Source: an optimization exercise on an open RTL-to-GDS flow (aim: small area, a short achievable clock period and few clock cycles per item). Production flows keep margins and buffers that such runs may drop. RTL that was checked went through simulation tests only; none was proved equivalent to the original.

## wip/sierra
==> module bcd_calc, before the edit <==
module bcd_calc(
	input clk,
	input rst,
	input in_valid,
	input [19:0] in_a,
	input [19:0] in_b,
	input [1:0] in_op,        
	output in_ready,
	output out_valid,
	output [19:0] out_result,
	output out_error
);
localparam K1 = 2;
localparam K2 = 6;
localparam K3 = 10;
assign in_ready = 1'b1;
reg [5:0] vp;
always @(posedge clk)
	if (rst) vp <= 6'd0;
	else vp <= {vp[4:0], in_valid};
assign out_valid = vp[5];
reg [15:0] a0, b0;
reg sa0, sb0;
reg [1:0] op0;
always @(posedge clk) begin
	a0 <= in_a[15:0];
	b0 <= in_b[15:0];
	sa0 <= in_a[16];	 
	sb0 <= in_b[16];
	op0 <= in_op;
end
wire [13:0] ma, mb;
bcd2n ca(a0, ma);
bcd2n cb(b0, mb);
wire gt;	 
radd #(14) cmp(.a(ma), .b(~mb), .ci(1'b0), .s(), .co(gt));
wire is_div0 = op0 == 2'd3;
wire is_mul0 = op0 == 2'd2;
wire is_add0 = ~op0[1];
wire esb = sb0 ^ op0[0];
wire diff = sa0 ^ esb;		 
wire sub_b = is_div0 | (is_add0 & diff);
wire inv_r = is_add0 & diff & ~gt;	 
wire cin0 = is_div0 | (is_add0 & diff & gt);
wire sign0 = is_add0 ? ((~diff | gt) ? sa0 : esb) : (sa0 ^ sb0);
wire [14:0] bor;	 
assign bor[14] = 1'b0;
genvar i;
generate for (i = 13; i >= 0; i = i - 1) begin : borg
	assign bor[i] = bor[i+1] | mb[i];
end endgenerate
wire m_hi = |(ma[13:1] & {bor[1], bor[2], bor[3], bor[4], bor[5], bor[6], bor[7],
	bor[8], bor[9], bor[10], bor[11], bor[12], bor[13]});
wire err0 = (is_div0 & (b0 == 16'd0)) | (is_mul0 & m_hi);
wire [13:0] xs [0:14];
wire [13:0] zs [0:14];
wire [13:0] ys [0:14];
wire [5:0]  fs [0:14];	 
assign xs[0] = 14'd0;
assign zs[0] = ma;
assign ys[0] = mb ^ {14{sub_b}};
assign fs[0] = {is_div0, is_mul0, inv_r, cin0, err0, sign0};
genvar k;
generate for (k = 1; k <= 14; k = k + 1) begin : row
	wire [13:0] xi, zi, yi;
	wire [5:0] fi;
	if (k - 1 == K1 || k - 1 == K2 || k - 1 == K3) begin : cut
		reg [13:0] xr, zr, yr;
		reg [5:0] fr;
		always @(posedge clk) begin
			xr <= xs[k-1];
			zr <= zs[k-1];
			yr <= ys[k-1];
			fr <= fs[k-1];
		end
		assign xi = xr; assign zi = zr; assign yi = yr; assign fi = fr;
	end else begin : nocut
		assign xi = xs[k-1]; assign zi = zs[k-1]; assign yi = ys[k-1]; assign fi = fs[k-1];
	end
	wire f_div = fi[5], f_mul = fi[4], f_cin = fi[2];
	wire zb = zi[13];
	wire inj = ~f_mul & zb;
	wire [k-1:0] p;
	if (k == 1) begin : p1
		assign p = inj;
	end else begin : pk
		assign p = {xi[k-2:0], inj};
	end
	wire [k-1:0] s;
	wire co;
	wire ci = (k == 14) ? f_cin : f_div;
	radd #(.W(k), .FAST(1)) ad(.a(p), .b(yi[k-1:0]), .ci(ci), .s(s), .co(co));
	wire yok;	 
	if (k == 14) begin : yk14
		assign yok = 1'b1;
	end else begin : ykn
		assign yok = &yi[13:k];
	end
	wire q = co & yok;
	wire sel = f_div ? q : f_mul ? zb : ((k == 14) & ~f_div & ~f_mul);
	wire [k-1:0] xo = sel ? s : p;
	if (k == 14) begin : x14
		assign xs[k] = xo;
	end else begin : xk
		assign xs[k] = {{(14-k){1'b0}}, xo};
	end
	assign zs[k] = {zi[12:0], q};
	assign ys[k] = yi;
	wire ovf = (f_mul & zb & co) | ((k == 14) & ~f_div & ~f_mul & ~f_cin & co);
	assign fs[k] = {fi[5:2], fi[1] | ovf, fi[0]};
end endgenerate
wire [5:0] ff = fs[14];
wire [13:0] mag = ff[5] ? zs[14] : xs[14];
reg [13:0] mag4;
reg err4, sg4, inv4;
always @(posedge clk) begin
	mag4 <= mag;
	inv4 <= ff[3];
	err4 <= ff[1];
	sg4 <= ff[0];
end
wire [13:0] m = mag4 ^ {14{inv4}};
wire err = err4 | (m > 14'd9999);
wire [15:0] dig;
n2bcd cv(m, dig);
reg [15:0] res5;
reg neg5, err5;
always @(posedge clk) begin
	res5 <= err ? 16'd0 : dig;
	neg5 <= sg4 & (m != 14'd0) & ~err;
	err5 <= err;
end
assign out_result = {1'b0, neg5, 1'b0, neg5, res5};
assign out_error = err5;
endmodule
==> flow/config.mk <==
export PLATFORM = sky130hd
export DESIGN_NAME = bcd_calc
export DESIGN_NICKNAME = bcd_calc
export VERILOG_FILES = /design/flow/design.v
export SDC_FILE = /design/flow/constraint.sdc
export NUM_CORES = 4
export LEC_CHECK = 0
export ABC_AREA = 1
export CAP_MARGIN = 20
export CORE_MARGIN = 2
export CORE_UTILIZATION = 40
export PLACE_DENSITY = 0.6
export SLEW_MARGIN = 20
==> flow/constraint.sdc <==
create_clock -name core_clock -period 42.0 [get_ports {clk}]
set_input_delay 8.4000 -clock core_clock [delete_from_list [all_inputs] [get_ports {clk}]]
set_output_delay 8.4000 -clock core_clock [all_outputs]
set_load 0.01 [all_outputs]
standard.sh (not shown) runs the stock make flow with config.mk's settings and CLKGATE_MAP_FILE= SYNTH_SCRIPT=/design/flow/synth_recipe.tcl, a recipe that flattens the netlist after the stock synthesis.
==> flow/flow/run.sh <==
#!/bin/bash
# Own layout flow: the standard ORFS flow (standard.sh), with the port
# buffers made from sky130_fd_sc_hd__buf_2 cells and the clock tree built
# with its own options. Each ORFS step logs to orfs/logs/; the make output
# goes to flow.log in this folder.
set -euo pipefail
bash standard.sh "BUFFER_PORTS_ARGS=-buffer_cell sky130_fd_sc_hd__buf_2" "CTS_ARGS=-sink_clustering_enable -repair_clock_nets -root_buf sky130_fd_sc_hd__clkbuf_16 -buf_list sky130_fd_sc_hd__clkbuf_8 -sink_clustering_size 8 -sink_clustering_max_diameter 30 -dont_use_dummy_load" finish > flow.log 2>&1
Testbench counts of wip/sierra, summed over its fixed seeds: cycles 8,048, items 8,000.
Relative to wip/sierra, the following input files were edited for wip/ember:
--- a/flow/design.v
+++ b/flow/design.v
@@ -111,17 +111,13 @@
 wire [13:0] ma, mb;
 bcd2n ca(a0, ma);
 bcd2n cb(b0, mb);
-wire gt;	 
-radd #(14) cmp(.a(ma), .b(~mb), .ci(1'b0), .s(), .co(gt));
 wire is_div0 = op0 == 2'd3;
 wire is_mul0 = op0 == 2'd2;
 wire is_add0 = ~op0[1];
 wire esb = sb0 ^ op0[0];
 wire diff = sa0 ^ esb;		 
 wire sub_b = is_div0 | (is_add0 & diff);
-wire inv_r = is_add0 & diff & ~gt;	 
-wire cin0 = is_div0 | (is_add0 & diff & gt);
-wire sign0 = is_add0 ? ((~diff | gt) ? sa0 : esb) : (sa0 ^ sb0);
+wire sign0 = is_add0 ? sa0 : (sa0 ^ sb0);
 wire [14:0] bor;	 
 assign bor[14] = 1'b0;
 genvar i;
@@ -138,7 +134,7 @@
 assign xs[0] = 14'd0;
 assign zs[0] = ma;
 assign ys[0] = mb ^ {14{sub_b}};
-assign fs[0] = {is_div0, is_mul0, inv_r, cin0, err0, sign0};
+assign fs[0] = {is_div0, is_mul0, is_add0 & diff, 1'b0, err0, sign0};
 genvar k;
 generate for (k = 1; k <= 14; k = k + 1) begin : row
 	wire [13:0] xi, zi, yi;
@@ -156,7 +152,17 @@
 	end else begin : nocut
 		assign xi = xs[k-1]; assign zi = zs[k-1]; assign yi = ys[k-1]; assign fi = fs[k-1];
 	end
-	wire f_div = fi[5], f_mul = fi[4], f_cin = fi[2];
+	wire [5:0] fj;
+	if (k == K2 + 1) begin : gtk
+		wire [13:0] av = {xi[K2-1:0], zi[13:K2]};
+		wire gt;
+		radd #(14) cmp(.a(av), .b(yi), .ci(1'b0), .s(), .co(gt));
+		wire inv = fi[3] & ~gt;		 
+		assign fj = {fi[5], fi[4], inv, fi[5] | (fi[3] & gt), fi[1], fi[0] ^ inv};
+	end else begin : ngt
+		assign fj = fi;
+	end
+	wire f_div = fj[5], f_mul = fj[4], f_cin = fj[2];
 	wire zb = zi[13];
 	wire inj = ~f_mul & zb;
 	wire [k-1:0] p;
@@ -186,7 +192,7 @@
 	assign zs[k] = {zi[12:0], q};
 	assign ys[k] = yi;
 	wire ovf = (f_mul & zb & co) | ((k == 14) & ~f_div & ~f_mul & ~f_cin & co);
-	assign fs[k] = {fi[5:2], fi[1] | ovf, fi[0]};
+	assign fs[k] = {fj[5:2], fj[1] | ovf, fj[0]};
 end endgenerate
 wire [5:0] ff = fs[14];
 wire [13:0] mag = ff[5] ? zs[14] : xs[14];
Findings:
wip/ember reached the final stage; the timing, DRC and antenna checks on its layout passed.
Relative to wip/sierra, the post-synthesis instance area measured on wip/ember has increased by a few percent.
[compare] base=wip/sierra new=wip/ember: register-to-register slack now sits higher; worst setup slack down 0.0064 ns; count of routing violations after the opening detailed-route iteration dropped about 25%; final cell utilization of the core now sits higher; final standard cell area without fillers shows an increase of 2.3%.
wip/ember vs wip/sierra, post-synthesis to final-layout area growth went down by 0.30 points.
Function not checked in wip/ember: the RTL went through the layout flow alone.

==> port drivers added, routing unchanged <==
Ports are ideal in the flow. The routed layouts listed here were re-timed in OpenROAD.
Step 1: set_driving_cell puts a clkbuf_16 on clk and a buf_2 on each other input, an assumption about the parent block.
Step 2 adds t to the input delays and takes it off the output delays; t is the mean of the earliest and latest rising clock arrival at the registers after step 1. Input paths then give back, and output paths get back, about the clock's delay inside the block.
Three values: ideal ports, drivers, drivers and shift; two values: the first two.
| run | t (ns) | setup slack, ns | cell pins on the clock port's net |
|---|---|---|---|
| wip/sierra | 0.427 | 32.763 / 32.715 / 33.032 | 1 |
| wip/ember | 0.439 | 32.756 / 32.707 / 33.146 | 1 |
After both steps every run listed still meets setup and hold.
